From an optimization exercise on the open Yosys and OpenROAD flow, aimed at small area; shortcuts taken in it are not production practice.
The RTL was checked by simulation tests, not by an equivalence proof against the original design.
Power figures rest on the tool's default switching activity, not on a simulated workload.

`design/flow/design.v`:
```
module AND_gate(A, B, Out);  
  input logic [31:0] A;
  input logic [31:0] B;
  output logic [31:0] Out;
  assign Out = (A & B);
endmodule
module OR_gate(A, B, Out);  
  input logic [31:0] A;
  input logic [31:0] B;
  output logic [31:0] Out;
  assign Out = (A | B);
endmodule
module XOR_gate(A, B, Out);  
  input logic [31:0] A;
  input logic [31:0] B;
  output logic [31:0] Out;
  assign Out = (A ^ B);
endmodule
module NOT_gate(A, Out);  
  input logic [31:0] A;
  output logic [31:0] Out;
  assign Out = ~A;
endmodule
module NAND_gate(A, B, Out);  
  input logic [31:0] A;
  input logic [31:0] B;
  output logic [31:0] Out;
  assign Out = ~(A & B);
endmodule
module NOR_gate(A, B, Out);  
  input logic [31:0] A;
  input logic [31:0] B;
  output logic [31:0] Out;
  assign Out = ~(A | B);
endmodule
module XNOR_gate(A, B, Out);  
  input logic [31:0] A;
  input logic [31:0] B;
  output logic [31:0] Out;
  assign Out = ~(A ^ B);
endmodule
module ADD_er(A, B, SUM, Cout);  
  input logic [31:0] A;
  input logic [31:0] B;
  output logic Cout;
  output logic [31:0] SUM;
  logic [32:0] SUM_local;
  always @(*) begin
    SUM_local = A + B;
  end
  assign SUM = SUM_local[31:0];  
  assign Cout = SUM_local[32];   
endmodule
module SUB_er(A, B, Out);  
  input logic [31:0] A;
  input logic [31:0] B;
  output logic [31:0] Out;
  logic [31:0] SUB_local;
  always @(*) begin
    SUB_local = A - B;
  end
  assign Out = SUB_local[31:0];
endmodule
module MUL_er(A, B, Out);  
  input logic [31:0] A;
  input logic [31:0] B;
  output logic [31:0] Out;
  logic [31:0] MUL_local;
  always @(*) begin
    MUL_local = A * B;
  end
  assign Out = MUL_local[31:0];
endmodule
module DIV_er(A, B, Out, Remainder);  
  input logic [31:0] A;
  input logic [31:0] B;
  output logic [31:0] Out;
  output logic [31:0] Remainder;
  logic [31:0] DIV_local;
  logic [31:0] REMAIN_local;
  always @(*) begin
    if (B == 32'b0) begin  
      DIV_local = 32'hFFFFFFFF;
      REMAIN_local = A;
    end else begin
      DIV_local = A / B;
      REMAIN_local = A % B;
    end
  end
  assign Out = DIV_local[31:0];
  assign Remainder = REMAIN_local[31:0];
endmodule
module SHL_Logic(A, Out);  
  input logic [31:0] A;
  output logic [31:0] Out;
  logic [31:0] SHL_local;
  always @(*) begin
    SHL_local = (A << 1);
  end
  assign Out = SHL_local[31:0];
endmodule
module SHR_Logic(A, Out);  
  input logic [31:0] A;
  output logic [31:0] Out;
  logic [31:0] SHR_local;
  always @(*) begin
    SHR_local = (A >> 1);
  end
  assign Out = SHR_local[31:0];
endmodule
module DFF(input logic clk, input logic inputA, output logic Out);  
  always @(posedge clk) begin
    Out = inputA;
  end
endmodule
module DFF_register(input logic clk, input logic reset, input logic [31:0] inputA, output logic [31:0] Out);  
  logic [31:0] rst;
  always @(posedge clk) begin
    if (reset == 1) begin
      rst = 0;
    end else begin
      rst = inputA;
    end
  end
  assign Out = rst;
endmodule
module ERROR_Check(input logic clk, input logic rst, input logic add_of, output logic LED);  
  wire Overflow_ERR;
  assign Overflow_ERR = add_of;
  wire ERROR_wire;
  logic ERROR_value;
  DFF ERROR_CHECKER(clk, Overflow_ERR, ERROR_wire);
  always @(*) begin
    ERROR_value = ERROR_wire;
    if (rst == 0) begin
      ERROR_value = 0;
    end
  end
  assign LED = ERROR_wire;
endmodule
module MUX(input logic [511:0] channels, input logic [3:0] select, output logic [31:0] Out);  
  assign Out = channels[select*32 +: 32];
endmodule
module breadboard(input logic clk, input logic reset, input logic [31:0] A, input logic [31:0] B, input logic [3:0] opcode, output logic [31:0] C, output logic ERR_out);  
  logic [31:0] curA;
  logic [31:0] curB;
  logic [31:0] curC;
  logic curERROR;
  logic [31:0] nextA;
  logic [31:0] nextB;
  logic [31:0] nextC;
  logic nextERROR;
  logic [31:0] zeros_wire;
  assign zeros_wire = 32'b0;
  logic [31:0] ADD_out_wire;
  logic carry_error_wire;
  logic [31:0] SUB_out_wire;
  logic [31:0] MUL_out_wire;
  logic [31:0] DIV_out_wire;
  logic [31:0] remainder_wire;
  logic [31:0] AND_out_wire;
  logic [31:0] OR_out_wire;
  logic [31:0] XOR_out_wire;
  logic [31:0] NOT_out_wire;
  logic [31:0] NAND_out_wire;
  logic [31:0] NOR_out_wire;
  logic [31:0] XNOR_out_wire;
  logic [31:0] SHL_out_wire;
  logic [31:0] SHR_out_wire;
  logic [511:0] MUX_channels;
  assign MUX_channels[0*32 +: 32] = curC;
  assign MUX_channels[1*32 +: 32] = ADD_out_wire;
  assign MUX_channels[2*32 +: 32] = SUB_out_wire;
  assign MUX_channels[3*32 +: 32] = MUL_out_wire;
  assign MUX_channels[4*32 +: 32] = DIV_out_wire;
  assign MUX_channels[5*32 +: 32] = remainder_wire;
  assign MUX_channels[6*32 +: 32] = AND_out_wire;
  assign MUX_channels[7*32 +: 32] = OR_out_wire;
  assign MUX_channels[8*32 +: 32] = XOR_out_wire;
  assign MUX_channels[9*32 +: 32] = NOT_out_wire;
  assign MUX_channels[10*32 +: 32] = NAND_out_wire;
  assign MUX_channels[11*32 +: 32] = NOR_out_wire;
  assign MUX_channels[12*32 +: 32] = XNOR_out_wire;
  assign MUX_channels[13*32 +: 32] = SHL_out_wire;
  assign MUX_channels[14*32 +: 32] = SHR_out_wire;
  assign MUX_channels[15*32 +: 32] = zeros_wire;
  logic [31:0] MUX_out_wire;
  logic ERROR_result;
  ADD_er ADD1(A, B, ADD_out_wire, carry_error_wire);
  SUB_er SUB1(A, B, SUB_out_wire);
  MUL_er MUL1(A, B, MUL_out_wire);
  DIV_er DIV1(A, B, DIV_out_wire, remainder_wire);
  AND_gate AND1(A, B, AND_out_wire);
  OR_gate OR1(A, B, OR_out_wire);
  XOR_gate XOR1(A, B, XOR_out_wire);
  NOT_gate NOT1(B, NOT_out_wire);   
  NAND_gate NAND1(A, B, NAND_out_wire);
  NOR_gate NOR1(A, B, NOR_out_wire);
  XNOR_gate XNOR1(A, B, XNOR_out_wire);
  SHL_Logic SHL1(A, SHL_out_wire);
  SHR_Logic SHR1(A, SHR_out_wire);
  MUX MUX1(MUX_channels, opcode, MUX_out_wire);
  DFF_register DFF_ACC(clk, reset, MUX_out_wire, curC);
  ERROR_Check ERR1(clk, reset, carry_error_wire, ERROR_result);
  always @(*) begin
    nextA = A;
    nextB = B;
    nextC = MUX_out_wire;
    nextERROR = carry_error_wire;
  end
  assign C = curC;
  assign ERR_out = ERROR_result;
endmodule
```
`design/flow/run.sh`:
```
#!/bin/bash
# synth_recipe.tcl (not shown) runs the flow's synth.tcl, then flattens the netlist and writes it again
# the make line also repeats each setting of config.mk as NAME=value (left out here)
make -C /OpenROAD-flow-scripts/flow DESIGN_CONFIG=/design/flow/config.mk WORK_HOME=/design/flow/orfs CLKGATE_MAP_FILE= SYNTH_SCRIPT=/design/flow/synth_recipe.tcl finish
```
`design/flow/config.mk`:
```
export PLATFORM = sky130hd
export DESIGN_NAME = breadboard
export DESIGN_NICKNAME = breadboard
export VERILOG_FILES = /design/flow/design.v
export SDC_FILE = /design/flow/constraint.sdc
export NUM_CORES = 4
export LEC_CHECK = 0
export CAP_MARGIN = 20
export CORE_MARGIN = 2
export CORE_UTILIZATION = 40
export SLEW_MARGIN = 20
```
`design/flow/constraint.sdc`:
```
create_clock -name core_clock -period 150.0 [get_ports {clk}]
set_input_delay 30.0000 -clock core_clock [delete_from_list [all_inputs] [get_ports {clk}]]
set_output_delay 30.0000 -clock core_clock [all_outputs]
set_load 0.01 [all_outputs]
```
==> impl_results.md <==
- FILL cells: 14400
- CP most frequent cell: ha_1
- Layout Cells excl Fill: 9658
- Latest clock arrival within the worst-skew pair: 0.30 ns
- CTS max path bufs: 2
- Post-layout min period: around 120 ns
- CP required: 150.18 ns
- Status: timing/DRC/antenna clean
- Hold path depth: 2
- Total leakage power: 0.0274 µW
- F_max: 8.42 MHz
- Largest net degree at the start of global routing: slightly below 80
- Antenna Nets Post-Route: 0
- Final Hold Fails: 0
- Post-Syn Area per Cell: 7.00 µm²
- Rows: 136
- Post-synth EDFFs: 0
- Initial antenna violation count: 20
- Clk sinks: 33
- Hpwl dp: 228000 µm
- First-pass DRT Iterations: 9
- Setup Skew: 0 ns
- Slew @ Worst Pin: approximately 1.2 ns
- DRT iter0 DRCs: 8972
- Post-Syn Instances: around 8000
- CTS-repair resized insts: 0
- Final setup viols: 0
- CTS root buffer: clkbuf_16
- Die Span Y: approximately 380 µm
- Pwr Density: 19.7 nW/µm²
- TritonCTS Buffers: 5
- Delay-heaviest family, CP: compound AO/OA/AOI/OAI gates
- Worst EP arrival: between 100 and 150 ns
- Worst-path fanout max: 36
- Sequential area share after synthesis: around 1.2%
- R2r setup slk: 147.86 ns
- Multi-input logic area: 50800 µm²
- Post-synth net total: 9173
- Core Area: about 140000 µm²
- GRT Util Overall: approximately 40%
- Crit path buffers/inverters: 20
- Setup slack after placement: 34.14 ns
- Max-slew violations: 0
- Share of post-route cells with drive strength above 1: 5.54%
- Die Area: approximately 140000 µm²
- Hold_buf cts: 0
- Io pins: 103
- Hold WC Path Type: flip-flop to flip-flop
- Crit start category: primary input
- Via count: 64000
- Final GP Congestion: 1.09
- Post-CTS Setup Bufs: 0
- Seq cells post-synth: 33
- Synth async-reset ratio: 0%
- CTS tree: done
- Synth-to-Final Area Change: 6.21%
- Global route total overflow: 0
- H-Tree Level Count: 2
- Final net count: 9084
- TNS Setup: 0 ns
- Max-cap violations: 0
- Routed vias/inst: 6.62
- Slowest stage delay, CP: approximately 0.86 ns
- Seq. cell area: 661 µm²
- Clock-pin slew on the worst setup and hold paths: approximately 0.06 ns
- I/O Buffers: 102
- CP Class: primary input to flip-flop
- R2R cell count: 4
- Distinct cells, synth: 98
- RSZ-0062 raised after global routing: no
- CP max stage cell: a2111oi_0
- Die Wd: around 380 µm
- Synth warn: 10
- Initial Util: between 40% and 50%
- First-pass GRT wire length: 412000 µm
- Drt total wl: roughly 290000 µm
- Post-DR wirelength/cell: 29.8 µm
- WP depth: 278
- Dpl cells: 9641
- DRC viols: 0
- Period Utilization, post-route: between 70% and 80%
- Crit path capture type: flip-flop
- Final worst slack: approximately 31 ns
- Maximum vdd drop: 0.0607 mV
- Synth Flop Type: dfxtp_1
- Post-Syn Area: 55600 µm²
- Number of global-route vias before repair: 59900
- Max_slew headroom: 17.5%
## layer usage
layer  global-route usage, %  part of all wire (%)
met1                    51.2                    39
met2                    57.4                    41
met3                    9.57                    12
met4                    24.2                   7.6
met5                   0.515                 0.078
## worst max path at each step
stage / start / endpoint / slack [ns]
2_1_floorplan: B[0] / flip-flop / 50.15
3_3_place_gp: B[26] / flip-flop / 34.29
3_5_place_dp: B[26] / flip-flop / 34.14
4_1_cts: B[26] / flip-flop / 34.14
5_1_grt: B[26] / flip-flop / 27.48
6_report: B[26] / flip-flop / 31.23
## cells in the final DEF (no fill, tap or decap), types with 33 or more instances in the layout
master and n:
a31oi_1 127, xor2_1 173, and3_1 51, and2_1 69, nor2b_1 44, a21boi_0 43
nor2_1 726, buf_4 187, nand2_1 1027, clkdlybuf4s50_1 86, o221ai_1 39, o21a_1 140
o31ai_1 56, nor3_1 167, o211ai_1 90, xnor2_1 270, a221oi_1 35, a211oi_1 113
inv_1 714, ha_1 749, o21ai_0 486, nand2b_1 79, nand4_1 77, a221o_1 33
mux2i_1 46, a21o_1 196, a21oi_1 571, nor4_1 37, or3_1 64, o22ai_1 36
dfxtp_1 33, mux2_2 61, fa_1 411, or2_2 50, o21bai_1 63, nand3_1 176
## synth_stat cells (39+ instances only)
master    count  area, µm²
o21bai_1     63        473
xor2_1      173       1520
nor2_1      732       2750
o221ai_1     39        342
a31oi_1     128        801
mux2_2       61        687
and2_1       69        432
nand3_1     176        881
or2_2        50        313
fa_1        411       8230
inv_1       728       2730
a21o_1      196       1470
o21a_1      140       1050
nor3_1      167        836
nand2_1    1027       3850
and3_1       51        319
o211ai_1     90        676
clkbuf_1    309       1160
xnor2_1     270       2360
ha_1        749       9370
nand4_1      77        482
buf_1        72        270
nand2b_1     79        494
mux2i_1      46        460
o21ai_0     490       2450
o31ai_1      56        420
nor2b_1      45        282
a21boi_0     43        323
a211oi_1    113        848
or3_1        64        400
a21oi_1     572       2860
## cells by family after synthesis
| group | share of synthesized area (%) |
|---|---|
| buf+inv | 7.60 |
| simple gates | 21.9 |
| mux | 2.15 |
| xor+xnor | 6.98 |
| compound gates | 28.5 |
| flops | 1.19 |
| fa+ha+maj | 31.7 |
## metrics by stage
step / power, µW / utilization (%) / cell area (µm²) / hold slack [ns]
final: 1170 / 42.9 / 59000 / 0.525
after global routing: 1270 / 42.9 / 59000 / 0.535
after CTS: 1130 / 42.9 / 59000 / 0.518
after detailed placement: 1110 / 42.7 / 58800 / 0.508
after global placement: 1110 / 42.7 / 58800 / 0.501
after floorplan: 795 / - / 55600 / 0.497
## area by class of cell
cell class                      instances  area share, %
Multi-Input combinational cell       6788           86.1
Inverter                              735           4.68
Timing Repair Buffer                  291           4.01
Tap cell                             1794           3.80
Sequential cell                        33           1.12
Clock buffer                            7          0.242
Clock inverter                          1         0.0509
Antenna cell                            9         0.0382
## worst register-to-register path, delay by kind of cell, from the launching register on
kind            cells  cell delay [ns]
compound gates      4             1.59
flops               1             0.48
## report_power, final
part	internal (µW)	switching [µW]
Sequential	11.4	6.36
Combinational	445	689
Clock	8.34	5.00
Total	465	701

re-timing with driven ports:
The flow's constraints put no driver on any port. The routed layout listed below was extracted and timed again, unchanged, in two steps. Step 1 (the two cells are an assumption about what drives the block):
set clk [get_ports {clk}]
set_driving_cell -lib_cell sky130_fd_sc_hd__clkbuf_16 $clk
set_driving_cell -lib_cell sky130_fd_sc_hd__buf_2 [delete_from_list [all_inputs] $clk]
Step 2 also shifts input and output timing later by t, the mid clock arrival at the registers, as if the neighbouring blocks saw the same clock. Slacks: ideal / step 1 / step 2; pairs: ideal / step 1.
shift t [ns]: 0.345
setup WS [ns]: 31.228 / 31.247 / 30.903
hold WS [ns]: 0.525 / 0.525 / 0.525
worst register clock-pin slew, ns: 0.06 / 0.06
worst slew at a driven data input, ns: 0.15
After both steps setup and hold are still met in this run. The setup slack of this run moves by +0.019 ns with the drivers and by -0.325 ns with both steps.
